From an optimization exercise on the open Yosys and OpenROAD flow, aimed at small area and a short achievable clock period; shortcuts taken in it are not production practice.
No functional check of the RTL was part of this run.

===== flow/design.v =====
module pac(clk, eo, phase, amplitude);
parameter N = 14;
parameter P = 12;
input clk, eo;
input [N-1:0] phase;
output [P-1:0] amplitude;
wire [11:0] a = phase[12] ? ~phase[11:0] : phase[11:0];
reg [12:0] t0;
wire [7:0] x0 = {a[11],a[10],a[9],a[8],a[7],a[6],a[5],a[4]};
always @(*) begin
  case (x0)
    8'd0: t0 = 13'd0;
    8'd1: t0 = 13'd50;
    8'd2: t0 = 13'd101;
    8'd3: t0 = 13'd151;
    8'd4: t0 = 13'd200;
    8'd5: t0 = 13'd250;
    8'd6: t0 = 13'd301;
    8'd7: t0 = 13'd351;
    8'd8: t0 = 13'd402;
    8'd9: t0 = 13'd452;
    8'd10: t0 = 13'd503;
    8'd11: t0 = 13'd553;
    8'd12: t0 = 13'd602;
    8'd13: t0 = 13'd652;
    8'd14: t0 = 13'd703;
    8'd15: t0 = 13'd753;
    8'd16: t0 = 13'd803;
    8'd17: t0 = 13'd854;
    8'd18: t0 = 13'd903;
    8'd19: t0 = 13'd952;
    8'd20: t0 = 13'd1002;
    8'd21: t0 = 13'd1052;
    8'd22: t0 = 13'd1101;
    8'd23: t0 = 13'd1151;
    8'd24: t0 = 13'd1201;
    8'd25: t0 = 13'd1251;
    8'd26: t0 = 13'd1300;
    8'd27: t0 = 13'd1350;
    8'd28: t0 = 13'd1401;
    8'd29: t0 = 13'd1450;
    8'd30: t0 = 13'd1499;
    8'd31: t0 = 13'd1548;
    8'd32: t0 = 13'd1598;
    8'd33: t0 = 13'd1647;
    8'd34: t0 = 13'd1696;
    8'd35: t0 = 13'd1745;
    8'd36: t0 = 13'd1794;
    8'd37: t0 = 13'd1843;
    8'd38: t0 = 13'd1892;
    8'd39: t0 = 13'd1941;
    8'd40: t0 = 13'd1988;
    8'd41: t0 = 13'd2037;
    8'd42: t0 = 13'd2086;
    8'd43: t0 = 13'd2135;
    8'd44: t0 = 13'd2184;
    8'd45: t0 = 13'd2233;
    8'd46: t0 = 13'd2283;
    8'd47: t0 = 13'd2330;
    8'd48: t0 = 13'd2379;
    8'd49: t0 = 13'd2427;
    8'd50: t0 = 13'd2475;
    8'd51: t0 = 13'd2520;
    8'd52: t0 = 13'd2570;
    8'd53: t0 = 13'd2617;
    8'd54: t0 = 13'd2664;
    8'd55: t0 = 13'd2711;
    8'd56: t0 = 13'd2759;
    8'd57: t0 = 13'd2806;
    8'd58: t0 = 13'd2853;
    8'd59: t0 = 13'd2900;
    8'd60: t0 = 13'd2947;
    8'd61: t0 = 13'd2993;
    8'd62: t0 = 13'd3040;
    8'd63: t0 = 13'd3086;
    8'd64: t0 = 13'd3134;
    8'd65: t0 = 13'd3180;
    8'd66: t0 = 13'd3227;
    8'd67: t0 = 13'd3273;
    8'd68: t0 = 13'd3319;
    8'd69: t0 = 13'd3365;
    8'd70: t0 = 13'd3410;
    8'd71: t0 = 13'd3456;
    8'd72: t0 = 13'd3502;
    8'd73: t0 = 13'd3547;
    8'd74: t0 = 13'd3592;
    8'd75: t0 = 13'd3637;
    8'd76: t0 = 13'd3681;
    8'd77: t0 = 13'd3726;
    8'd78: t0 = 13'd3771;
    8'd79: t0 = 13'd3816;
    8'd80: t0 = 13'd3860;
    8'd81: t0 = 13'd3907;
    8'd82: t0 = 13'd3951;
    8'd83: t0 = 13'd3993;
    8'd84: t0 = 13'd4037;
    8'd85: t0 = 13'd4080;
    8'd86: t0 = 13'd4123;
    8'd87: t0 = 13'd4166;
    8'd88: t0 = 13'd4210;
    8'd89: t0 = 13'd4253;
    8'd90: t0 = 13'd4296;
    8'd91: t0 = 13'd4339;
    8'd92: t0 = 13'd4383;
    8'd93: t0 = 13'd4424;
    8'd94: t0 = 13'd4467;
    8'd95: t0 = 13'd4509;
    8'd96: t0 = 13'd4550;
    8'd97: t0 = 13'd4591;
    8'd98: t0 = 13'd4632;
    8'd99: t0 = 13'd4673;
    8'd100: t0 = 13'd4715;
    8'd101: t0 = 13'd4756;
    8'd102: t0 = 13'd4797;
    8'd103: t0 = 13'd4838;
    8'd104: t0 = 13'd4876;
    8'd105: t0 = 13'd4919;
    8'd106: t0 = 13'd4959;
    8'd107: t0 = 13'd4997;
    8'd108: t0 = 13'd5039;
    8'd109: t0 = 13'd5078;
    8'd110: t0 = 13'd5117;
    8'd111: t0 = 13'd5156;
    8'd112: t0 = 13'd5195;
    8'd113: t0 = 13'd5233;
    8'd114: t0 = 13'd5272;
    8'd115: t0 = 13'd5310;
    8'd116: t0 = 13'd5349;
    8'd117: t0 = 13'd5387;
    8'd118: t0 = 13'd5424;
    8'd119: t0 = 13'd5462;
    8'd120: t0 = 13'd5500;
    8'd121: t0 = 13'd5537;
    8'd122: t0 = 13'd5574;
    8'd123: t0 = 13'd5611;
    8'd124: t0 = 13'd5644;
    8'd125: t0 = 13'd5683;
    8'd126: t0 = 13'd5719;
    8'd127: t0 = 13'd5753;
    8'd128: t0 = 13'd5791;
    8'd129: t0 = 13'd5826;
    8'd130: t0 = 13'd5861;
    8'd131: t0 = 13'd5896;
    8'd132: t0 = 13'd5931;
    8'd133: t0 = 13'd5966;
    8'd134: t0 = 13'd6000;
    8'd135: t0 = 13'd6033;
    8'd136: t0 = 13'd6069;
    8'd137: t0 = 13'd6102;
    8'd138: t0 = 13'd6135;
    8'd139: t0 = 13'd6168;
    8'd140: t0 = 13'd6200;
    8'd141: t0 = 13'd6235;
    8'd142: t0 = 13'd6267;
    8'd143: t0 = 13'd6297;
    8'd144: t0 = 13'd6331;
    8'd145: t0 = 13'd6363;
    8'd146: t0 = 13'd6394;
    8'd147: t0 = 13'd6424;
    8'd148: t0 = 13'd6457;
    8'd149: t0 = 13'd6487;
    8'd150: t0 = 13'd6518;
    8'd151: t0 = 13'd6548;
    8'd152: t0 = 13'd6578;
    8'd153: t0 = 13'd6608;
    8'd154: t0 = 13'd6637;
    8'd155: t0 = 13'd6667;
    8'd156: t0 = 13'd6696;
    8'd157: t0 = 13'd6725;
    8'd158: t0 = 13'd6755;
    8'd159: t0 = 13'd6782;
    8'd160: t0 = 13'd6811;
    8'd161: t0 = 13'd6838;
    8'd162: t0 = 13'd6865;
    8'd163: t0 = 13'd6892;
    8'd164: t0 = 13'd6919;
    8'd165: t0 = 13'd6945;
    8'd166: t0 = 13'd6972;
    8'd167: t0 = 13'd6998;
    8'd168: t0 = 13'd7025;
    8'd169: t0 = 13'd7050;
    8'd170: t0 = 13'd7075;
    8'd171: t0 = 13'd7100;
    8'd172: t0 = 13'd7124;
    8'd173: t0 = 13'd7149;
    8'd174: t0 = 13'd7175;
    8'd175: t0 = 13'd7198;
    8'd176: t0 = 13'd7223;
    8'd177: t0 = 13'd7246;
    8'd178: t0 = 13'd7269;
    8'd179: t0 = 13'd7292;
    8'd180: t0 = 13'd7315;
    8'd181: t0 = 13'd7338;
    8'd182: t0 = 13'd7360;
    8'd183: t0 = 13'd7381;
    8'd184: t0 = 13'd7403;
    8'd185: t0 = 13'd7424;
    8'd186: t0 = 13'd7445;
    8'd187: t0 = 13'd7466;
    8'd188: t0 = 13'd7487;
    8'd189: t0 = 13'd7507;
    8'd190: t0 = 13'd7526;
    8'd191: t0 = 13'd7544;
    8'd192: t0 = 13'd7566;
    8'd193: t0 = 13'd7585;
    8'd194: t0 = 13'd7604;
    8'd195: t0 = 13'd7623;
    8'd196: t0 = 13'd7641;
    8'd197: t0 = 13'd7659;
    8'd198: t0 = 13'd7676;
    8'd199: t0 = 13'd7694;
    8'd200: t0 = 13'd7711;
    8'd201: t0 = 13'd7730;
    8'd202: t0 = 13'd7746;
    8'd203: t0 = 13'd7760;
    8'd204: t0 = 13'd7777;
    8'd205: t0 = 13'd7792;
    8'd206: t0 = 13'd7807;
    8'd207: t0 = 13'd7822;
    8'd208: t0 = 13'd7836;
    8'd209: t0 = 13'd7851;
    8'd210: t0 = 13'd7865;
    8'd211: t0 = 13'd7878;
    8'd212: t0 = 13'd7893;
    8'd213: t0 = 13'd7906;
    8'd214: t0 = 13'd7919;
    8'd215: t0 = 13'd7932;
    8'd216: t0 = 13'd7945;
    8'd217: t0 = 13'd7957;
    8'd218: t0 = 13'd7968;
    8'd219: t0 = 13'd7978;
    8'd220: t0 = 13'd7991;
    8'd221: t0 = 13'd8001;
    8'd222: t0 = 13'd8012;
    8'd223: t0 = 13'd8022;
    8'd224: t0 = 13'd8033;
    8'd225: t0 = 13'd8042;
    8'd226: t0 = 13'd8051;
    8'd227: t0 = 13'd8060;
    8'd228: t0 = 13'd8071;
    8'd229: t0 = 13'd8079;
    8'd230: t0 = 13'd8087;
    8'd231: t0 = 13'd8092;
    8'd232: t0 = 13'd8101;
    8'd233: t0 = 13'd8108;
    8'd234: t0 = 13'd8115;
    8'd235: t0 = 13'd8122;
    8'd236: t0 = 13'd8129;
    8'd237: t0 = 13'd8135;
    8'd238: t0 = 13'd8140;
    8'd239: t0 = 13'd8146;
    8'd240: t0 = 13'd8148;
    8'd241: t0 = 13'd8153;
    8'd242: t0 = 13'd8159;
    8'd243: t0 = 13'd8162;
    8'd244: t0 = 13'd8167;
    8'd245: t0 = 13'd8170;
    8'd246: t0 = 13'd8173;
    8'd247: t0 = 13'd8176;
    8'd248: t0 = 13'd8182;
    8'd249: t0 = 13'd8183;
    8'd250: t0 = 13'd8184;
    8'd251: t0 = 13'd8184;
    8'd252: t0 = 13'd8187;
    8'd253: t0 = 13'd8188;
    8'd254: t0 = 13'd8188;
    8'd255: t0 = 13'd8188;
    default: t0 = 13'd0;
  endcase
end
reg [5:0] t1;
wire [9:0] x1 = {a[11],a[10],a[9],a[8],a[7],a[6],a[3],a[2],a[1],a[0]};
always @(*) begin
  case (x1)
    10'd0: t1 = 6'd0;
    10'd1: t1 = 6'd2;
    10'd2: t1 = 6'd6;
    10'd3: t1 = 6'd9;
    10'd4: t1 = 6'd12;
    10'd5: t1 = 6'd15;
    10'd6: t1 = 6'd18;
    10'd7: t1 = 6'd22;
    10'd8: t1 = 6'd24;
    10'd9: t1 = 6'd28;
    10'd10: t1 = 6'd30;
    10'd11: t1 = 6'd34;
    10'd12: t1 = 6'd37;
    10'd13: t1 = 6'd40;
    10'd14: t1 = 6'd43;
    10'd15: t1 = 6'd46;
    10'd16: t1 = 6'd0;
    10'd17: t1 = 6'd4;
    10'd18: t1 = 6'd6;
    10'd19: t1 = 6'd10;
    10'd20: t1 = 6'd13;
    10'd21: t1 = 6'd16;
    10'd22: t1 = 6'd19;
    10'd23: t1 = 6'd22;
    10'd24: t1 = 6'd26;
    10'd25: t1 = 6'd28;
    10'd26: t1 = 6'd32;
    10'd27: t1 = 6'd34;
    10'd28: t1 = 6'd38;
    10'd29: t1 = 6'd42;
    10'd30: t1 = 6'd44;
    10'd31: t1 = 6'd48;
    10'd32: t1 = 6'd0;
    10'd33: t1 = 6'd2;
    10'd34: t1 = 6'd6;
    10'd35: t1 = 6'd8;
    10'd36: t1 = 6'd12;
    10'd37: t1 = 6'd15;
    10'd38: t1 = 6'd18;
    10'd39: t1 = 6'd21;
    10'd40: t1 = 6'd24;
    10'd41: t1 = 6'd28;
    10'd42: t1 = 6'd30;
    10'd43: t1 = 6'd34;
    10'd44: t1 = 6'd36;
    10'd45: t1 = 6'd40;
    10'd46: t1 = 6'd43;
    10'd47: t1 = 6'd46;
    10'd48: t1 = 6'd0;
    10'd49: t1 = 6'd2;
    10'd50: t1 = 6'd6;
    10'd51: t1 = 6'd9;
    10'd52: t1 = 6'd12;
    10'd53: t1 = 6'd16;
    10'd54: t1 = 6'd18;
    10'd55: t1 = 6'd22;
    10'd56: t1 = 6'd24;
    10'd57: t1 = 6'd28;
    10'd58: t1 = 6'd31;
    10'd59: t1 = 6'd34;
    10'd60: t1 = 6'd38;
    10'd61: t1 = 6'd40;
    10'd62: t1 = 6'd44;
    10'd63: t1 = 6'd46;
    10'd64: t1 = 6'd0;
    10'd65: t1 = 6'd1;
    10'd66: t1 = 6'd5;
    10'd67: t1 = 6'd9;
    10'd68: t1 = 6'd12;
    10'd69: t1 = 6'd16;
    10'd70: t1 = 6'd17;
    10'd71: t1 = 6'd21;
    10'd72: t1 = 6'd24;
    10'd73: t1 = 6'd28;
    10'd74: t1 = 6'd29;
    10'd75: t1 = 6'd33;
    10'd76: t1 = 6'd37;
    10'd77: t1 = 6'd40;
    10'd78: t1 = 6'd44;
    10'd79: t1 = 6'd45;
    10'd80: t1 = 6'd0;
    10'd81: t1 = 6'd3;
    10'd82: t1 = 6'd7;
    10'd83: t1 = 6'd9;
    10'd84: t1 = 6'd13;
    10'd85: t1 = 6'd15;
    10'd86: t1 = 6'd19;
    10'd87: t1 = 6'd22;
    10'd88: t1 = 6'd25;
    10'd89: t1 = 6'd28;
    10'd90: t1 = 6'd31;
    10'd91: t1 = 6'd35;
    10'd92: t1 = 6'd37;
    10'd93: t1 = 6'd41;
    10'd94: t1 = 6'd43;
    10'd95: t1 = 6'd47;
    10'd96: t1 = 6'd0;
    10'd97: t1 = 6'd4;
    10'd98: t1 = 6'd6;
    10'd99: t1 = 6'd9;
    10'd100: t1 = 6'd12;
    10'd101: t1 = 6'd16;
    10'd102: t1 = 6'd19;
    10'd103: t1 = 6'd22;
    10'd104: t1 = 6'd25;
    10'd105: t1 = 6'd28;
    10'd106: t1 = 6'd32;
    10'd107: t1 = 6'd34;
    10'd108: t1 = 6'd37;
    10'd109: t1 = 6'd40;
    10'd110: t1 = 6'd44;
    10'd111: t1 = 6'd47;
    10'd112: t1 = 6'd0;
    10'd113: t1 = 6'd2;
    10'd114: t1 = 6'd5;
    10'd115: t1 = 6'd9;
    10'd116: t1 = 6'd12;
    10'd117: t1 = 6'd14;
    10'd118: t1 = 6'd18;
    10'd119: t1 = 6'd21;
    10'd120: t1 = 6'd24;
    10'd121: t1 = 6'd28;
    10'd122: t1 = 6'd30;
    10'd123: t1 = 6'd33;
    10'd124: t1 = 6'd37;
    10'd125: t1 = 6'd40;
    10'd126: t1 = 6'd42;
    10'd127: t1 = 6'd46;
    10'd128: t1 = 6'd0;
    10'd129: t1 = 6'd3;
    10'd130: t1 = 6'd5;
    10'd131: t1 = 6'd9;
    10'd132: t1 = 6'd12;
    10'd133: t1 = 6'd15;
    10'd134: t1 = 6'd18;
    10'd135: t1 = 6'd21;
    10'd136: t1 = 6'd24;
    10'd137: t1 = 6'd27;
    10'd138: t1 = 6'd31;
    10'd139: t1 = 6'd33;
    10'd140: t1 = 6'd36;
    10'd141: t1 = 6'd40;
    10'd142: t1 = 6'd43;
    10'd143: t1 = 6'd45;
    10'd144: t1 = 6'd0;
    10'd145: t1 = 6'd3;
    10'd146: t1 = 6'd6;
    10'd147: t1 = 6'd9;
    10'd148: t1 = 6'd12;
    10'd149: t1 = 6'd15;
    10'd150: t1 = 6'd18;
    10'd151: t1 = 6'd21;
    10'd152: t1 = 6'd24;
    10'd153: t1 = 6'd27;
    10'd154: t1 = 6'd30;
    10'd155: t1 = 6'd34;
    10'd156: t1 = 6'd37;
    10'd157: t1 = 6'd40;
    10'd158: t1 = 6'd42;
    10'd159: t1 = 6'd46;
    10'd160: t1 = 6'd0;
    10'd161: t1 = 6'd4;
    10'd162: t1 = 6'd8;
    10'd163: t1 = 6'd10;
    10'd164: t1 = 6'd13;
    10'd165: t1 = 6'd16;
    10'd166: t1 = 6'd20;
    10'd167: t1 = 6'd23;
    10'd168: t1 = 6'd25;
    10'd169: t1 = 6'd28;
    10'd170: t1 = 6'd32;
    10'd171: t1 = 6'd35;
    10'd172: t1 = 6'd37;
    10'd173: t1 = 6'd40;
    10'd174: t1 = 6'd44;
    10'd175: t1 = 6'd47;
    10'd176: t1 = 6'd0;
    10'd177: t1 = 6'd2;
    10'd178: t1 = 6'd4;
    10'd179: t1 = 6'd8;
    10'd180: t1 = 6'd12;
    10'd181: t1 = 6'd14;
    10'd182: t1 = 6'd16;
    10'd183: t1 = 6'd20;
    10'd184: t1 = 6'd24;
    10'd185: t1 = 6'd26;
    10'd186: t1 = 6'd28;
    10'd187: t1 = 6'd32;
    10'd188: t1 = 6'd36;
    10'd189: t1 = 6'd39;
    10'd190: t1 = 6'd40;
    10'd191: t1 = 6'd44;
    10'd192: t1 = 6'd0;
    10'd193: t1 = 6'd4;
    10'd194: t1 = 6'd4;
    10'd195: t1 = 6'd8;
    10'd196: t1 = 6'd12;
    10'd197: t1 = 6'd16;
    10'd198: t1 = 6'd16;
    10'd199: t1 = 6'd20;
    10'd200: t1 = 6'd24;
    10'd201: t1 = 6'd28;
    10'd202: t1 = 6'd28;
    10'd203: t1 = 6'd32;
    10'd204: t1 = 6'd36;
    10'd205: t1 = 6'd40;
    10'd206: t1 = 6'd40;
    10'd207: t1 = 6'd44;
    10'd208: t1 = 6'd0;
    10'd209: t1 = 6'd2;
    10'd210: t1 = 6'd5;
    10'd211: t1 = 6'd9;
    10'd212: t1 = 6'd12;
    10'd213: t1 = 6'd13;
    10'd214: t1 = 6'd17;
    10'd215: t1 = 6'd21;
    10'd216: t1 = 6'd24;
    10'd217: t1 = 6'd25;
    10'd218: t1 = 6'd29;
    10'd219: t1 = 6'd33;
    10'd220: t1 = 6'd35;
    10'd221: t1 = 6'd37;
    10'd222: t1 = 6'd41;
    10'd223: t1 = 6'd45;
    10'd224: t1 = 6'd0;
    10'd225: t1 = 6'd3;
    10'd226: t1 = 6'd6;
    10'd227: t1 = 6'd8;
    10'd228: t1 = 6'd12;
    10'd229: t1 = 6'd15;
    10'd230: t1 = 6'd18;
    10'd231: t1 = 6'd20;
    10'd232: t1 = 6'd24;
    10'd233: t1 = 6'd27;
    10'd234: t1 = 6'd29;
    10'd235: t1 = 6'd32;
    10'd236: t1 = 6'd35;
    10'd237: t1 = 6'd38;
    10'd238: t1 = 6'd41;
    10'd239: t1 = 6'd44;
    10'd240: t1 = 6'd0;
    10'd241: t1 = 6'd4;
    10'd242: t1 = 6'd7;
    10'd243: t1 = 6'd10;
    10'd244: t1 = 6'd12;
    10'd245: t1 = 6'd15;
    10'd246: t1 = 6'd18;
    10'd247: t1 = 6'd22;
    10'd248: t1 = 6'd24;
    10'd249: t1 = 6'd27;
    10'd250: t1 = 6'd30;
    10'd251: t1 = 6'd32;
    10'd252: t1 = 6'd36;
    10'd253: t1 = 6'd39;
    10'd254: t1 = 6'd42;
    10'd255: t1 = 6'd44;
    10'd256: t1 = 6'd0;
    10'd257: t1 = 6'd2;
    10'd258: t1 = 6'd5;
    10'd259: t1 = 6'd8;
    10'd260: t1 = 6'd12;
    10'd261: t1 = 6'd14;
    10'd262: t1 = 6'd17;
    10'd263: t1 = 6'd20;
    10'd264: t1 = 6'd22;
    10'd265: t1 = 6'd26;
    10'd266: t1 = 6'd28;
    10'd267: t1 = 6'd32;
    10'd268: t1 = 6'd34;
    10'd269: t1 = 6'd37;
    10'd270: t1 = 6'd40;
    10'd271: t1 = 6'd43;
    10'd272: t1 = 6'd0;
    10'd273: t1 = 6'd2;
    10'd274: t1 = 6'd6;
    10'd275: t1 = 6'd8;
    10'd276: t1 = 6'd11;
    10'd277: t1 = 6'd14;
    10'd278: t1 = 6'd17;
    10'd279: t1 = 6'd20;
    10'd280: t1 = 6'd22;
    10'd281: t1 = 6'd26;
    10'd282: t1 = 6'd28;
    10'd283: t1 = 6'd31;
    10'd284: t1 = 6'd34;
    10'd285: t1 = 6'd37;
    10'd286: t1 = 6'd39;
    10'd287: t1 = 6'd42;
    10'd288: t1 = 6'd0;
    10'd289: t1 = 6'd3;
    10'd290: t1 = 6'd5;
    10'd291: t1 = 6'd8;
    10'd292: t1 = 6'd11;
    10'd293: t1 = 6'd13;
    10'd294: t1 = 6'd17;
    10'd295: t1 = 6'd20;
    10'd296: t1 = 6'd22;
    10'd297: t1 = 6'd25;
    10'd298: t1 = 6'd28;
    10'd299: t1 = 6'd31;
    10'd300: t1 = 6'd33;
    10'd301: t1 = 6'd36;
    10'd302: t1 = 6'd39;
    10'd303: t1 = 6'd42;
    10'd304: t1 = 6'd0;
    10'd305: t1 = 6'd3;
    10'd306: t1 = 6'd6;
    10'd307: t1 = 6'd9;
    10'd308: t1 = 6'd11;
    10'd309: t1 = 6'd15;
    10'd310: t1 = 6'd17;
    10'd311: t1 = 6'd19;
    10'd312: t1 = 6'd23;
    10'd313: t1 = 6'd26;
    10'd314: t1 = 6'd28;
    10'd315: t1 = 6'd31;
    10'd316: t1 = 6'd34;
    10'd317: t1 = 6'd37;
    10'd318: t1 = 6'd39;
    10'd319: t1 = 6'd43;
    10'd320: t1 = 6'd0;
    10'd321: t1 = 6'd0;
    10'd322: t1 = 6'd4;
    10'd323: t1 = 6'd8;
    10'd324: t1 = 6'd11;
    10'd325: t1 = 6'd12;
    10'd326: t1 = 6'd16;
    10'd327: t1 = 6'd20;
    10'd328: t1 = 6'd20;
    10'd329: t1 = 6'd24;
    10'd330: t1 = 6'd28;
    10'd331: t1 = 6'd28;
    10'd332: t1 = 6'd32;
    10'd333: t1 = 6'd36;
    10'd334: t1 = 6'd36;
    10'd335: t1 = 6'd40;
    10'd336: t1 = 6'd0;
    10'd337: t1 = 6'd2;
    10'd338: t1 = 6'd6;
    10'd339: t1 = 6'd9;
    10'd340: t1 = 6'd10;
    10'd341: t1 = 6'd14;
    10'd342: t1 = 6'd17;
    10'd343: t1 = 6'd18;
    10'd344: t1 = 6'd22;
    10'd345: t1 = 6'd25;
    10'd346: t1 = 6'd27;
    10'd347: t1 = 6'd30;
    10'd348: t1 = 6'd33;
    10'd349: t1 = 6'd35;
    10'd350: t1 = 6'd38;
    10'd351: t1 = 6'd41;
    10'd352: t1 = 6'd0;
    10'd353: t1 = 6'd3;
    10'd354: t1 = 6'd5;
    10'd355: t1 = 6'd8;
    10'd356: t1 = 6'd11;
    10'd357: t1 = 6'd13;
    10'd358: t1 = 6'd16;
    10'd359: t1 = 6'd19;
    10'd360: t1 = 6'd22;
    10'd361: t1 = 6'd24;
    10'd362: t1 = 6'd27;
    10'd363: t1 = 6'd30;
    10'd364: t1 = 6'd32;
    10'd365: t1 = 6'd35;
    10'd366: t1 = 6'd38;
    10'd367: t1 = 6'd40;
    10'd368: t1 = 6'd0;
    10'd369: t1 = 6'd1;
    10'd370: t1 = 6'd4;
    10'd371: t1 = 6'd7;
    10'd372: t1 = 6'd9;
    10'd373: t1 = 6'd12;
    10'd374: t1 = 6'd13;
    10'd375: t1 = 6'd17;
    10'd376: t1 = 6'd20;
    10'd377: t1 = 6'd21;
    10'd378: t1 = 6'd25;
    10'd379: t1 = 6'd28;
    10'd380: t1 = 6'd29;
    10'd381: t1 = 6'd33;
    10'd382: t1 = 6'd36;
    10'd383: t1 = 6'd37;
    10'd384: t1 = 6'd0;
    10'd385: t1 = 6'd3;
    10'd386: t1 = 6'd5;
    10'd387: t1 = 6'd8;
    10'd388: t1 = 6'd11;
    10'd389: t1 = 6'd13;
    10'd390: t1 = 6'd16;
    10'd391: t1 = 6'd19;
    10'd392: t1 = 6'd21;
    10'd393: t1 = 6'd24;
    10'd394: t1 = 6'd27;
    10'd395: t1 = 6'd29;
    10'd396: t1 = 6'd32;
    10'd397: t1 = 6'd35;
    10'd398: t1 = 6'd37;
    10'd399: t1 = 6'd40;
    10'd400: t1 = 6'd0;
    10'd401: t1 = 6'd3;
    10'd402: t1 = 6'd5;
    10'd403: t1 = 6'd8;
    10'd404: t1 = 6'd10;
    10'd405: t1 = 6'd13;
    10'd406: t1 = 6'd16;
    10'd407: t1 = 6'd18;
    10'd408: t1 = 6'd21;
    10'd409: t1 = 6'd23;
    10'd410: t1 = 6'd25;
    10'd411: t1 = 6'd29;
    10'd412: t1 = 6'd31;
    10'd413: t1 = 6'd33;
    10'd414: t1 = 6'd36;
    10'd415: t1 = 6'd38;
    10'd416: t1 = 6'd0;
    10'd417: t1 = 6'd4;
    10'd418: t1 = 6'd7;
    10'd419: t1 = 6'd8;
    10'd420: t1 = 6'd12;
    10'd421: t1 = 6'd12;
    10'd422: t1 = 6'd16;
    10'd423: t1 = 6'd20;
    10'd424: t1 = 6'd20;
    10'd425: t1 = 6'd24;
    10'd426: t1 = 6'd25;
    10'd427: t1 = 6'd28;
    10'd428: t1 = 6'd32;
    10'd429: t1 = 6'd32;
    10'd430: t1 = 6'd36;
    10'd431: t1 = 6'd40;
    10'd432: t1 = 6'd0;
    10'd433: t1 = 6'd3;
    10'd434: t1 = 6'd4;
    10'd435: t1 = 6'd8;
    10'd436: t1 = 6'd10;
    10'd437: t1 = 6'd12;
    10'd438: t1 = 6'd15;
    10'd439: t1 = 6'd17;
    10'd440: t1 = 6'd20;
    10'd441: t1 = 6'd22;
    10'd442: t1 = 6'd24;
    10'd443: t1 = 6'd27;
    10'd444: t1 = 6'd29;
    10'd445: t1 = 6'd32;
    10'd446: t1 = 6'd34;
    10'd447: t1 = 6'd36;
    10'd448: t1 = 6'd0;
    10'd449: t1 = 6'd3;
    10'd450: t1 = 6'd6;
    10'd451: t1 = 6'd8;
    10'd452: t1 = 6'd11;
    10'd453: t1 = 6'd12;
    10'd454: t1 = 6'd15;
    10'd455: t1 = 6'd18;
    10'd456: t1 = 6'd20;
    10'd457: t1 = 6'd23;
    10'd458: t1 = 6'd24;
    10'd459: t1 = 6'd27;
    10'd460: t1 = 6'd29;
    10'd461: t1 = 6'd32;
    10'd462: t1 = 6'd35;
    10'd463: t1 = 6'd37;
    10'd464: t1 = 6'd0;
    10'd465: t1 = 6'd2;
    10'd466: t1 = 6'd5;
    10'd467: t1 = 6'd8;
    10'd468: t1 = 6'd10;
    10'd469: t1 = 6'd12;
    10'd470: t1 = 6'd14;
    10'd471: t1 = 6'd16;
    10'd472: t1 = 6'd19;
    10'd473: t1 = 6'd21;
    10'd474: t1 = 6'd24;
    10'd475: t1 = 6'd26;
    10'd476: t1 = 6'd28;
    10'd477: t1 = 6'd31;
    10'd478: t1 = 6'd33;
    10'd479: t1 = 6'd36;
    10'd480: t1 = 6'd0;
    10'd481: t1 = 6'd2;
    10'd482: t1 = 6'd4;
    10'd483: t1 = 6'd7;
    10'd484: t1 = 6'd8;
    10'd485: t1 = 6'd11;
    10'd486: t1 = 6'd13;
    10'd487: t1 = 6'd16;
    10'd488: t1 = 6'd18;
    10'd489: t1 = 6'd20;
    10'd490: t1 = 6'd23;
    10'd491: t1 = 6'd24;
    10'd492: t1 = 6'd27;
    10'd493: t1 = 6'd29;
    10'd494: t1 = 6'd32;
    10'd495: t1 = 6'd34;
    10'd496: t1 = 6'd0;
    10'd497: t1 = 6'd4;
    10'd498: t1 = 6'd7;
    10'd499: t1 = 6'd8;
    10'd500: t1 = 6'd12;
    10'd501: t1 = 6'd12;
    10'd502: t1 = 6'd16;
    10'd503: t1 = 6'd16;
    10'd504: t1 = 6'd20;
    10'd505: t1 = 6'd20;
    10'd506: t1 = 6'd24;
    10'd507: t1 = 6'd28;
    10'd508: t1 = 6'd28;
    10'd509: t1 = 6'd32;
    10'd510: t1 = 6'd32;
    10'd511: t1 = 6'd36;
    10'd512: t1 = 6'd0;
    10'd513: t1 = 6'd3;
    10'd514: t1 = 6'd4;
    10'd515: t1 = 6'd7;
    10'd516: t1 = 6'd9;
    10'd517: t1 = 6'd11;
    10'd518: t1 = 6'd13;
    10'd519: t1 = 6'd16;
    10'd520: t1 = 6'd18;
    10'd521: t1 = 6'd20;
    10'd522: t1 = 6'd22;
    10'd523: t1 = 6'd24;
    10'd524: t1 = 6'd27;
    10'd525: t1 = 6'd29;
    10'd526: t1 = 6'd31;
    10'd527: t1 = 6'd33;
    10'd528: t1 = 6'd0;
    10'd529: t1 = 6'd3;
    10'd530: t1 = 6'd4;
    10'd531: t1 = 6'd7;
    10'd532: t1 = 6'd9;
    10'd533: t1 = 6'd11;
    10'd534: t1 = 6'd13;
    10'd535: t1 = 6'd15;
    10'd536: t1 = 6'd17;
    10'd537: t1 = 6'd19;
    10'd538: t1 = 6'd21;
    10'd539: t1 = 6'd23;
    10'd540: t1 = 6'd25;
    10'd541: t1 = 6'd28;
    10'd542: t1 = 6'd31;
    10'd543: t1 = 6'd32;
    10'd544: t1 = 6'd0;
    10'd545: t1 = 6'd2;
    10'd546: t1 = 6'd4;
    10'd547: t1 = 6'd6;
    10'd548: t1 = 6'd8;
    10'd549: t1 = 6'd10;
    10'd550: t1 = 6'd12;
    10'd551: t1 = 6'd14;
    10'd552: t1 = 6'd17;
    10'd553: t1 = 6'd18;
    10'd554: t1 = 6'd21;
    10'd555: t1 = 6'd22;
    10'd556: t1 = 6'd25;
    10'd557: t1 = 6'd26;
    10'd558: t1 = 6'd29;
    10'd559: t1 = 6'd30;
    10'd560: t1 = 6'd0;
    10'd561: t1 = 6'd3;
    10'd562: t1 = 6'd4;
    10'd563: t1 = 6'd7;
    10'd564: t1 = 6'd8;
    10'd565: t1 = 6'd11;
    10'd566: t1 = 6'd12;
    10'd567: t1 = 6'd15;
    10'd568: t1 = 6'd16;
    10'd569: t1 = 6'd19;
    10'd570: t1 = 6'd20;
    10'd571: t1 = 6'd24;
    10'd572: t1 = 6'd24;
    10'd573: t1 = 6'd28;
    10'd574: t1 = 6'd28;
    10'd575: t1 = 6'd32;
    10'd576: t1 = 6'd0;
    10'd577: t1 = 6'd2;
    10'd578: t1 = 6'd4;
    10'd579: t1 = 6'd6;
    10'd580: t1 = 6'd8;
    10'd581: t1 = 6'd10;
    10'd582: t1 = 6'd12;
    10'd583: t1 = 6'd13;
    10'd584: t1 = 6'd16;
    10'd585: t1 = 6'd17;
    10'd586: t1 = 6'd20;
    10'd587: t1 = 6'd21;
    10'd588: t1 = 6'd24;
    10'd589: t1 = 6'd25;
    10'd590: t1 = 6'd28;
    10'd591: t1 = 6'd29;
    10'd592: t1 = 6'd0;
    10'd593: t1 = 6'd1;
    10'd594: t1 = 6'd3;
    10'd595: t1 = 6'd5;
    10'd596: t1 = 6'd7;
    10'd597: t1 = 6'd9;
    10'd598: t1 = 6'd11;
    10'd599: t1 = 6'd13;
    10'd600: t1 = 6'd14;
    10'd601: t1 = 6'd17;
    10'd602: t1 = 6'd18;
    10'd603: t1 = 6'd21;
    10'd604: t1 = 6'd22;
    10'd605: t1 = 6'd25;
    10'd606: t1 = 6'd26;
    10'd607: t1 = 6'd29;
    10'd608: t1 = 6'd0;
    10'd609: t1 = 6'd2;
    10'd610: t1 = 6'd3;
    10'd611: t1 = 6'd5;
    10'd612: t1 = 6'd7;
    10'd613: t1 = 6'd9;
    10'd614: t1 = 6'd11;
    10'd615: t1 = 6'd12;
    10'd616: t1 = 6'd15;
    10'd617: t1 = 6'd16;
    10'd618: t1 = 6'd18;
    10'd619: t1 = 6'd20;
    10'd620: t1 = 6'd22;
    10'd621: t1 = 6'd24;
    10'd622: t1 = 6'd26;
    10'd623: t1 = 6'd27;
    10'd624: t1 = 6'd0;
    10'd625: t1 = 6'd0;
    10'd626: t1 = 6'd3;
    10'd627: t1 = 6'd4;
    10'd628: t1 = 6'd6;
    10'd629: t1 = 6'd8;
    10'd630: t1 = 6'd10;
    10'd631: t1 = 6'd12;
    10'd632: t1 = 6'd12;
    10'd633: t1 = 6'd16;
    10'd634: t1 = 6'd16;
    10'd635: t1 = 6'd19;
    10'd636: t1 = 6'd20;
    10'd637: t1 = 6'd23;
    10'd638: t1 = 6'd24;
    10'd639: t1 = 6'd24;
    10'd640: t1 = 6'd0;
    10'd641: t1 = 6'd0;
    10'd642: t1 = 6'd3;
    10'd643: t1 = 6'd4;
    10'd644: t1 = 6'd6;
    10'd645: t1 = 6'd8;
    10'd646: t1 = 6'd9;
    10'd647: t1 = 6'd12;
    10'd648: t1 = 6'd12;
    10'd649: t1 = 6'd15;
    10'd650: t1 = 6'd16;
    10'd651: t1 = 6'd18;
    10'd652: t1 = 6'd20;
    10'd653: t1 = 6'd21;
    10'd654: t1 = 6'd23;
    10'd655: t1 = 6'd24;
    10'd656: t1 = 6'd0;
    10'd657: t1 = 6'd2;
    10'd658: t1 = 6'd3;
    10'd659: t1 = 6'd5;
    10'd660: t1 = 6'd7;
    10'd661: t1 = 6'd8;
    10'd662: t1 = 6'd11;
    10'd663: t1 = 6'd12;
    10'd664: t1 = 6'd13;
    10'd665: t1 = 6'd15;
    10'd666: t1 = 6'd17;
    10'd667: t1 = 6'd19;
    10'd668: t1 = 6'd20;
    10'd669: t1 = 6'd21;
    10'd670: t1 = 6'd23;
    10'd671: t1 = 6'd25;
    10'd672: t1 = 6'd0;
    10'd673: t1 = 6'd2;
    10'd674: t1 = 6'd4;
    10'd675: t1 = 6'd5;
    10'd676: t1 = 6'd6;
    10'd677: t1 = 6'd8;
    10'd678: t1 = 6'd10;
    10'd679: t1 = 6'd12;
    10'd680: t1 = 6'd13;
    10'd681: t1 = 6'd14;
    10'd682: t1 = 6'd16;
    10'd683: t1 = 6'd18;
    10'd684: t1 = 6'd19;
    10'd685: t1 = 6'd21;
    10'd686: t1 = 6'd22;
    10'd687: t1 = 6'd24;
    10'd688: t1 = 6'd0;
    10'd689: t1 = 6'd3;
    10'd690: t1 = 6'd4;
    10'd691: t1 = 6'd4;
    10'd692: t1 = 6'd8;
    10'd693: t1 = 6'd8;
    10'd694: t1 = 6'd10;
    10'd695: t1 = 6'd12;
    10'd696: t1 = 6'd12;
    10'd697: t1 = 6'd15;
    10'd698: t1 = 6'd16;
    10'd699: t1 = 6'd16;
    10'd700: t1 = 6'd20;
    10'd701: t1 = 6'd20;
    10'd702: t1 = 6'd21;
    10'd703: t1 = 6'd24;
    10'd704: t1 = 6'd0;
    10'd705: t1 = 6'd1;
    10'd706: t1 = 6'd3;
    10'd707: t1 = 6'd4;
    10'd708: t1 = 6'd6;
    10'd709: t1 = 6'd7;
    10'd710: t1 = 6'd8;
    10'd711: t1 = 6'd10;
    10'd712: t1 = 6'd12;
    10'd713: t1 = 6'd13;
    10'd714: t1 = 6'd15;
    10'd715: t1 = 6'd16;
    10'd716: t1 = 6'd17;
    10'd717: t1 = 6'd19;
    10'd718: t1 = 6'd20;
    10'd719: t1 = 6'd22;
    10'd720: t1 = 6'd0;
    10'd721: t1 = 6'd1;
    10'd722: t1 = 6'd3;
    10'd723: t1 = 6'd4;
    10'd724: t1 = 6'd5;
    10'd725: t1 = 6'd7;
    10'd726: t1 = 6'd8;
    10'd727: t1 = 6'd9;
    10'd728: t1 = 6'd11;
    10'd729: t1 = 6'd13;
    10'd730: t1 = 6'd13;
    10'd731: t1 = 6'd15;
    10'd732: t1 = 6'd17;
    10'd733: t1 = 6'd18;
    10'd734: t1 = 6'd19;
    10'd735: t1 = 6'd21;
    10'd736: t1 = 6'd0;
    10'd737: t1 = 6'd2;
    10'd738: t1 = 6'd3;
    10'd739: t1 = 6'd4;
    10'd740: t1 = 6'd6;
    10'd741: t1 = 6'd7;
    10'd742: t1 = 6'd8;
    10'd743: t1 = 6'd9;
    10'd744: t1 = 6'd11;
    10'd745: t1 = 6'd12;
    10'd746: t1 = 6'd13;
    10'd747: t1 = 6'd15;
    10'd748: t1 = 6'd16;
    10'd749: t1 = 6'd17;
    10'd750: t1 = 6'd19;
    10'd751: t1 = 6'd20;
    10'd752: t1 = 6'd0;
    10'd753: t1 = 6'd4;
    10'd754: t1 = 6'd4;
    10'd755: t1 = 6'd4;
    10'd756: t1 = 6'd8;
    10'd757: t1 = 6'd8;
    10'd758: t1 = 6'd8;
    10'd759: t1 = 6'd10;
    10'd760: t1 = 6'd12;
    10'd761: t1 = 6'd12;
    10'd762: t1 = 6'd13;
    10'd763: t1 = 6'd16;
    10'd764: t1 = 6'd16;
    10'd765: t1 = 6'd16;
    10'd766: t1 = 6'd20;
    10'd767: t1 = 6'd20;
    10'd768: t1 = 6'd0;
    10'd769: t1 = 6'd1;
    10'd770: t1 = 6'd3;
    10'd771: t1 = 6'd3;
    10'd772: t1 = 6'd4;
    10'd773: t1 = 6'd6;
    10'd774: t1 = 6'd7;
    10'd775: t1 = 6'd8;
    10'd776: t1 = 6'd10;
    10'd777: t1 = 6'd11;
    10'd778: t1 = 6'd12;
    10'd779: t1 = 6'd12;
    10'd780: t1 = 6'd14;
    10'd781: t1 = 6'd15;
    10'd782: t1 = 6'd16;
    10'd783: t1 = 6'd18;
    10'd784: t1 = 6'd0;
    10'd785: t1 = 6'd1;
    10'd786: t1 = 6'd2;
    10'd787: t1 = 6'd4;
    10'd788: t1 = 6'd4;
    10'd789: t1 = 6'd5;
    10'd790: t1 = 6'd6;
    10'd791: t1 = 6'd8;
    10'd792: t1 = 6'd9;
    10'd793: t1 = 6'd9;
    10'd794: t1 = 6'd11;
    10'd795: t1 = 6'd12;
    10'd796: t1 = 6'd13;
    10'd797: t1 = 6'd14;
    10'd798: t1 = 6'd16;
    10'd799: t1 = 6'd16;
    10'd800: t1 = 6'd0;
    10'd801: t1 = 6'd1;
    10'd802: t1 = 6'd1;
    10'd803: t1 = 6'd1;
    10'd804: t1 = 6'd4;
    10'd805: t1 = 6'd5;
    10'd806: t1 = 6'd5;
    10'd807: t1 = 6'd5;
    10'd808: t1 = 6'd8;
    10'd809: t1 = 6'd9;
    10'd810: t1 = 6'd9;
    10'd811: t1 = 6'd9;
    10'd812: t1 = 6'd12;
    10'd813: t1 = 6'd13;
    10'd814: t1 = 6'd13;
    10'd815: t1 = 6'd13;
    10'd816: t1 = 6'd0;
    10'd817: t1 = 6'd1;
    10'd818: t1 = 6'd2;
    10'd819: t1 = 6'd2;
    10'd820: t1 = 6'd4;
    10'd821: t1 = 6'd5;
    10'd822: t1 = 6'd6;
    10'd823: t1 = 6'd6;
    10'd824: t1 = 6'd7;
    10'd825: t1 = 6'd9;
    10'd826: t1 = 6'd9;
    10'd827: t1 = 6'd10;
    10'd828: t1 = 6'd11;
    10'd829: t1 = 6'd12;
    10'd830: t1 = 6'd13;
    10'd831: t1 = 6'd14;
    10'd832: t1 = 6'd0;
    10'd833: t1 = 6'd2;
    10'd834: t1 = 6'd2;
    10'd835: t1 = 6'd4;
    10'd836: t1 = 6'd4;
    10'd837: t1 = 6'd6;
    10'd838: t1 = 6'd6;
    10'd839: t1 = 6'd7;
    10'd840: t1 = 6'd8;
    10'd841: t1 = 6'd8;
    10'd842: t1 = 6'd10;
    10'd843: t1 = 6'd10;
    10'd844: t1 = 6'd12;
    10'd845: t1 = 6'd12;
    10'd846: t1 = 6'd13;
    10'd847: t1 = 6'd14;
    10'd848: t1 = 6'd0;
    10'd849: t1 = 6'd1;
    10'd850: t1 = 6'd2;
    10'd851: t1 = 6'd2;
    10'd852: t1 = 6'd3;
    10'd853: t1 = 6'd4;
    10'd854: t1 = 6'd5;
    10'd855: t1 = 6'd6;
    10'd856: t1 = 6'd6;
    10'd857: t1 = 6'd7;
    10'd858: t1 = 6'd7;
    10'd859: t1 = 6'd9;
    10'd860: t1 = 6'd10;
    10'd861: t1 = 6'd11;
    10'd862: t1 = 6'd11;
    10'd863: t1 = 6'd11;
    10'd864: t1 = 6'd0;
    10'd865: t1 = 6'd2;
    10'd866: t1 = 6'd2;
    10'd867: t1 = 6'd2;
    10'd868: t1 = 6'd2;
    10'd869: t1 = 6'd3;
    10'd870: t1 = 6'd6;
    10'd871: t1 = 6'd6;
    10'd872: t1 = 6'd6;
    10'd873: t1 = 6'd6;
    10'd874: t1 = 6'd7;
    10'd875: t1 = 6'd8;
    10'd876: t1 = 6'd10;
    10'd877: t1 = 6'd10;
    10'd878: t1 = 6'd10;
    10'd879: t1 = 6'd10;
    10'd880: t1 = 6'd0;
    10'd881: t1 = 6'd0;
    10'd882: t1 = 6'd1;
    10'd883: t1 = 6'd2;
    10'd884: t1 = 6'd3;
    10'd885: t1 = 6'd3;
    10'd886: t1 = 6'd4;
    10'd887: t1 = 6'd4;
    10'd888: t1 = 6'd5;
    10'd889: t1 = 6'd6;
    10'd890: t1 = 6'd7;
    10'd891: t1 = 6'd7;
    10'd892: t1 = 6'd8;
    10'd893: t1 = 6'd8;
    10'd894: t1 = 6'd9;
    10'd895: t1 = 6'd10;
    10'd896: t1 = 6'd0;
    10'd897: t1 = 6'd1;
    10'd898: t1 = 6'd1;
    10'd899: t1 = 6'd2;
    10'd900: t1 = 6'd2;
    10'd901: t1 = 6'd2;
    10'd902: t1 = 6'd3;
    10'd903: t1 = 6'd4;
    10'd904: t1 = 6'd5;
    10'd905: t1 = 6'd5;
    10'd906: t1 = 6'd6;
    10'd907: t1 = 6'd6;
    10'd908: t1 = 6'd6;
    10'd909: t1 = 6'd7;
    10'd910: t1 = 6'd8;
    10'd911: t1 = 6'd9;
    10'd912: t1 = 6'd0;
    10'd913: t1 = 6'd0;
    10'd914: t1 = 6'd0;
    10'd915: t1 = 6'd0;
    10'd916: t1 = 6'd0;
    10'd917: t1 = 6'd4;
    10'd918: t1 = 6'd4;
    10'd919: t1 = 6'd4;
    10'd920: t1 = 6'd4;
    10'd921: t1 = 6'd4;
    10'd922: t1 = 6'd4;
    10'd923: t1 = 6'd4;
    10'd924: t1 = 6'd4;
    10'd925: t1 = 6'd5;
    10'd926: t1 = 6'd8;
    10'd927: t1 = 6'd8;
    10'd928: t1 = 6'd0;
    10'd929: t1 = 6'd0;
    10'd930: t1 = 6'd1;
    10'd931: t1 = 6'd1;
    10'd932: t1 = 6'd1;
    10'd933: t1 = 6'd2;
    10'd934: t1 = 6'd3;
    10'd935: t1 = 6'd3;
    10'd936: t1 = 6'd4;
    10'd937: t1 = 6'd4;
    10'd938: t1 = 6'd4;
    10'd939: t1 = 6'd5;
    10'd940: t1 = 6'd5;
    10'd941: t1 = 6'd5;
    10'd942: t1 = 6'd5;
    10'd943: t1 = 6'd7;
    10'd944: t1 = 6'd0;
    10'd945: t1 = 6'd0;
    10'd946: t1 = 6'd0;
    10'd947: t1 = 6'd0;
    10'd948: t1 = 6'd0;
    10'd949: t1 = 6'd1;
    10'd950: t1 = 6'd1;
    10'd951: t1 = 6'd1;
    10'd952: t1 = 6'd2;
    10'd953: t1 = 6'd2;
    10'd954: t1 = 6'd3;
    10'd955: t1 = 6'd3;
    10'd956: t1 = 6'd4;
    10'd957: t1 = 6'd4;
    10'd958: t1 = 6'd4;
    10'd959: t1 = 6'd4;
    10'd960: t1 = 6'd0;
    10'd961: t1 = 6'd2;
    10'd962: t1 = 6'd2;
    10'd963: t1 = 6'd3;
    10'd964: t1 = 6'd3;
    10'd965: t1 = 6'd4;
    10'd966: t1 = 6'd4;
    10'd967: t1 = 6'd4;
    10'd968: t1 = 6'd4;
    10'd969: t1 = 6'd4;
    10'd970: t1 = 6'd4;
    10'd971: t1 = 6'd4;
    10'd972: t1 = 6'd4;
    10'd973: t1 = 6'd4;
    10'd974: t1 = 6'd4;
    10'd975: t1 = 6'd4;
    10'd976: t1 = 6'd0;
    10'd977: t1 = 6'd1;
    10'd978: t1 = 6'd1;
    10'd979: t1 = 6'd1;
    10'd980: t1 = 6'd2;
    10'd981: t1 = 6'd2;
    10'd982: t1 = 6'd2;
    10'd983: t1 = 6'd2;
    10'd984: t1 = 6'd3;
    10'd985: t1 = 6'd3;
    10'd986: t1 = 6'd3;
    10'd987: t1 = 6'd3;
    10'd988: t1 = 6'd3;
    10'd989: t1 = 6'd3;
    10'd990: t1 = 6'd3;
    10'd991: t1 = 6'd3;
    10'd992: t1 = 6'd0;
    10'd993: t1 = 6'd0;
    10'd994: t1 = 6'd0;
    10'd995: t1 = 6'd0;
    10'd996: t1 = 6'd0;
    10'd997: t1 = 6'd0;
    10'd998: t1 = 6'd0;
    10'd999: t1 = 6'd0;
    10'd1000: t1 = 6'd0;
    10'd1001: t1 = 6'd0;
    10'd1002: t1 = 6'd0;
    10'd1003: t1 = 6'd0;
    10'd1004: t1 = 6'd0;
    10'd1005: t1 = 6'd1;
    10'd1006: t1 = 6'd1;
    10'd1007: t1 = 6'd1;
    10'd1008: t1 = 6'd0;
    10'd1009: t1 = 6'd0;
    10'd1010: t1 = 6'd0;
    10'd1011: t1 = 6'd0;
    10'd1012: t1 = 6'd0;
    10'd1013: t1 = 6'd0;
    10'd1014: t1 = 6'd0;
    10'd1015: t1 = 6'd1;
    10'd1016: t1 = 6'd1;
    10'd1017: t1 = 6'd1;
    10'd1018: t1 = 6'd1;
    10'd1019: t1 = 6'd1;
    10'd1020: t1 = 6'd1;
    10'd1021: t1 = 6'd1;
    10'd1022: t1 = 6'd1;
    10'd1023: t1 = 6'd1;
    default: t1 = 6'd0;
  endcase
end
wire [14:0] s = t0 + t1 + 15'd0;
wire [10:0] m = s[12:2];
reg [P-1:0] data;
always @(posedge clk) data <= eo ? (phase[13] ? {1'b0, ~m} : {1'b1, m}) : {P{1'b0}};
assign amplitude = data;
endmodule
module phase_accumulator(clk, reset, mode, fph, word_in, word_out, phase);
    parameter M = 48;
    parameter N = 14;
    input clk, reset, fph;
    input [1:0] mode;
    input  [M-1:0] word_in;
    output [M-1:0] word_out;
    output [N-1:0] phase;
    reg [M-1:0] freq, acc;
    wire run = mode == 2'b00;
    wire wr  = mode == 2'b11;
    wire rd  = mode == 2'b10;
    wire wf = wr & fph;
    wire wa = wr & ~fph;
    assign phase    = acc[M-1:M-N];
    assign word_out = ({M{rd & fph}} & freq) | ({M{rd & ~fph}} & acc);
    wire [M-1:0] g0 = acc & freq;
    wire [M-1:0] p0 = acc ^ freq;
    localparam TOPL = 1 << ($clog2(M) - 2);
    reg [M-1:0] G, P;
    integer l, i;
    always @(*) begin
        G = g0; P = p0;
        for (l = 1; l < M; l = l * 2)
            for (i = 2*l-1; i < M; i = i + 2*l) begin
                G[i] = G[i] | (P[i] & G[i-l]);
                P[i] = P[i] & P[i-l];
            end
        for (l = TOPL; l >= 1; l = l / 2)
            for (i = 3*l-1; i < M; i = i + 2*l) begin
                G[i] = G[i] | (P[i] & G[i-l]);
                P[i] = P[i] & P[i-l];
            end
    end
    wire [M-1:0] sum = p0 ^ {G[M-2:0], 1'b0};
    wire [M-1:0] acc_n = run ? sum : (wa ? word_in : acc);
    always @ (posedge clk, posedge reset)
        if (reset) begin
            freq  <= 'b0;
            acc   <= 'b0;
        end else begin
            acc <= acc_n;
            if (wf) freq <= word_in;
        end
endmodule
module nco_core(clk, reset, mode, fph, word_in, word_out, amplitude);
    parameter M = 48;
    parameter N = 14;
    parameter P = 12;
    input clk, reset, fph;
    input [1:0] mode;
    input  [M-1:0] word_in;
    output [M-1:0] word_out;
    output [P-1:0] amplitude;
    wire [N-1:0] phase;
    phase_accumulator #(.M(M), .N(N)) U2_pa (
        .clk        (clk),
        .reset      (reset),
        .mode       (mode),
        .fph        (fph),
        .word_in    (word_in),
        .word_out   (word_out),
        .phase      (phase)
    );
    pac #(.N(N), .P(P)) U4_pac (
        .clk        (clk),
        .eo         (!reset && mode == 2'b00),
        .phase      (phase),
        .amplitude  (amplitude)
    );
endmodule

===== flow/flow/run.sh =====
#!/bin/bash
# Standard synthesis and layout (standard.sh), with two layout settings changed:
# ports are buffered with buf_2 instead of the delay-cell buffer buffer_ports picks,
# and timing repair may resize a cell into one of a different footprint.
set -euo pipefail
cd "$(dirname "$0")/.."
bash standard.sh \
  "BUFFER_PORTS_ARGS=-buffer_cell sky130_fd_sc_hd__buf_2" \
  MATCH_CELL_FOOTPRINT=0 \
  finish > flow_make.log 2>&1

===== flow/standard.sh =====
#!/bin/bash
# synth_recipe.tcl (not shown) runs the flow's synth.tcl, then flattens the netlist and writes it again
# the make line also repeats each setting of config.mk as NAME=value (left out here)
make -C /OpenROAD-flow-scripts/flow DESIGN_CONFIG=/design/flow/config.mk WORK_HOME=/design/flow/orfs CLKGATE_MAP_FILE= SYNTH_SCRIPT=/design/flow/synth_recipe.tcl "${@:-finish}"

===== flow/config.mk =====
export PLATFORM = sky130hd
export DESIGN_NAME = nco_core
export DESIGN_NICKNAME = nco_core
export VERILOG_FILES = /design/flow/design.v
export SDC_FILE = /design/flow/constraint.sdc
export NUM_CORES = 4
export LEC_CHECK = 0
export ABC_AREA = 1
export CAP_MARGIN = 20
export CORE_MARGIN = 2
export CORE_UTILIZATION = 40
export SETUP_SLACK_MARGIN = 2.5
export SLEW_MARGIN = 20
export SYNTH_MEMORY_MAX_BITS = 65536

===== flow/constraint.sdc =====
create_clock -name core_clock -period 7.0 [get_ports {clk}]
set_input_delay 1.4000 -clock core_clock [delete_from_list [all_inputs] [get_ports {clk}]]
set_output_delay 1.4000 -clock core_clock [all_outputs]
set_load 0.01 [all_outputs]

==> reports/metrics.cfg <==
[placement]
gp_congestion=1.04
io_buffers=112
post-dp-hpwl_mm=46.8

[layout]
layout.nets=2456
layout_commonest_cell=nand2_1
fill_cells=3791
drive_gt1_share_pct=14.6
final_util_pct=45.6
mostFrequentLayoutCells=nand2_1 (585), inv_1 (259), o21ai_0 (167)
synthToLayoutAreaGrowth_pct=12.5

[floorplan]
die_area_um2=36500
coreArea_um2=34500
num_io_pins=113
die_w_um=191
die_h_um=191
start_util_pct=40.5
rows=68

[drt]
avgRoutedWirePerCell_um=24.4
drc=0
vias=17300
drt_first_iter_violations=2407
ant_nets=0
drt_wl_total_mm=67.5
vias_per_cell=6.27
drt_first_pass_iters=7

[cts]
clk_latency_ns=0.37
cts_sinks=108
clockBufferDepth=2
htree_levels=3
cts_buffers=9
cts_tree=done
cts_root_buf=clkbuf_16
clk_pin_slew_ns=0.08

[logic_synthesis]
synth-main-ff-cell=dfrtp_1
syn_area_per_cell_um2=6.24
yosysWarnings=2
ys_seq_area_share_pct=18.9
ys_types=59
async_flop_share_pct=88.9
synth_area_um2=14000
ys_ff_latch=108
syn_nets=2396
synth_edf_count=0
syn_inst=2242

[sta]
worst_pin_slew_ns=0.807
setup_violations=0
fin_setup_tns_ns=0
hold_viol_final=0
skew_ns=0.0103
max-slew-margin-rel_pct=46.2
period_share_pct=62.1
drv_slew=0
period_needed_ns=4.34
rsz0062_at_grt=true
fmax_mhz=230

[critical_path]
cp-start-kind=flop
cp_common_cell=nand2_1
crit_chain=buf_12, inv_6, nand2_1, nand2_4, buf_4, nor2_2, nand2_1, nand2_1, nor2_1, a2111oi_0, o21ai_0, a21oi_1, o21ai_1, a21oi_2, ha_2, a21oi_4, o21ai_2, nand3_1, nand2_1, inv_1, nand2_2, nand2_1, xor2_1, nor2_1
max_stage_delay_ns=0.44
critPathRequiredTime_ns=7.25
end_kind=flop
critical_path_class=flop to flop
cp_max_fo=16
cp.arrival_ns=4.59
cpLargestDelayFamily=simple AND/OR/NAND/NOR gates
crit_buf_inv=4
slowest_stage=dfrtp_2

[global_routing]
grt_pass1_wl_mm=101
grt_usage_pct=36.2
grt_max_degree=97
antenna_found_initial=2
grt_pass1_vias=16500
overflow=0

[outcome]
run_status=complete, no violations

[min_path]
hp-class=flop to flop

[job]
drv_cap=0

tightest hold or removal path: stages (launching register included):
cell and delay [ns]:
dfrtp_1 0.35, nand2_1 0.05, o21ai_0 0.06
final timing paths:
kind	startpoint	end	slack [ns]	cells after the start
max	U2_pa.acc[46]	U4_pac.data[8]	2.66	24
min	U2_pa.freq[47]	U2_pa.freq[47]	0.50	2
max reg2reg	U2_pa.acc[46]	U4_pac.data[8]	2.66	24
min reg2reg	U2_pa.freq[47]	U2_pa.freq[47]	0.50	2
max in group asynchronous	reset	U2_pa.acc[34]	4.71	3
min in group asynchronous	reset	U2_pa.acc[11]	1.07	2
logic make-up after synthesis:
logic type                 after synthesis  synth area share, %
xor gates and xnor gates                31                 2.40
DFF                                    108                 18.9
and+or+nand+nor                       1000                 30.5
buffers and inverters                  406                 12.2
AOI/OAI and AO/OA                      596                 25.7
adders and majority gates              101                 10.3
state kept, by name (all words and copies together) (netlist names):
register and cells:
U2_pa.acc 48, U4_pac.data 12, U2_pa.freq 48
cell usage after synthesis (19+ instances only):
library cell / n / area, um^2
dfrtp_1: 96 / 2400
o211ai_1: 21 / 158
o22ai_1: 64 / 400
ha_1: 77 / 963
a21oi_1: 153 / 766
o221ai_1: 45 / 394
fa_1: 24 / 480
nand2_2: 27 / 169
buf_1: 19 / 71.3
nor2_1: 142 / 533
nor3_1: 24 / 120
clkbuf_1: 57 / 214
a211oi_1: 19 / 143
inv_1: 265 / 995
nand3_1: 150 / 751
o21ai_1: 24 / 120
nand2_1: 598 / 2240
o21ai_0: 176 / 881
buf_2: 30 / 150
a31oi_1: 25 / 156
what timing repair did:
action,in CTS,in global routing
gates cloned,1,4
gates resized for setup,42,53
hold buffers,0,0
buffers inserted,4,25
pin swaps,2,12
endpoints found under the setup margin,12,11
area by class of cell:
class	instances	area, um^2	area share (%)
antenna	2	5.00	0.0318
clock buffer	11	243	1.54
clock inverter	5	61.3	0.389
inverter	278	1080	6.83
multi-input combinational	1730	10000	63.6
sequential	108	2650	16.8
tap	455	569	3.61
timing repair buffer	174	1140	7.21
timing repair inverter	1	5.00	0.0318
metal layers:
layer | GRT usage (%) | vias to the layer above | part of all wire, %
li1 | - | 7724 | -
met1 | 47.3 | 8023 | 39
met2 | 55.1 | 1279 | 43
met3 | 9.47 | 292 | 12
met4 | 17.8 | 0 | 5.6
met5 | 0 | - | 0
metrics by stage:
step	instance area [um^2]	hold WS [ns]	std cells	setup WS, ns
floorplan	14000	0.453	2242	3.09
global placement	14800	0.468	2711	1.44
detailed placement	14800	0.487	2711	1.47
CTS	15300	0.506	2732	2.51
global route	15700	0.538	2762	2.44
finish	15800	0.498	2764	2.66

-- port drivers added, routing unchanged --
Ports are ideal in the flow. The routed layout listed here was re-timed in OpenROAD. Step 1 sets driving cells, clkbuf_16 on the clock port and buf_2 on the other inputs (assumed; they add their load-dependent delay and slew). Step 2 adds t to the input delays and takes it off the output delays; t is the mean of the earliest and latest rising clock arrival at the registers after step 1. Input paths then give back, and output paths get back, about the clock's delay inside the block. Slacks: ideal / step 1 / step 2; pairs: ideal / step 1.
t, ns: 0.411
setup slack, ns: 2.656 / 2.656 / 2.656
hold WS [ns]: 0.498 / 0.498 / 0.498
slew at the worst register clock pin (ns): 0.08 / 0.08
pins driven straight from the clock port: 1
After both steps setup and hold are still met in this run. The setup slack of this run moves by 0.000 ns with the drivers and by 0.000 ns with both steps.
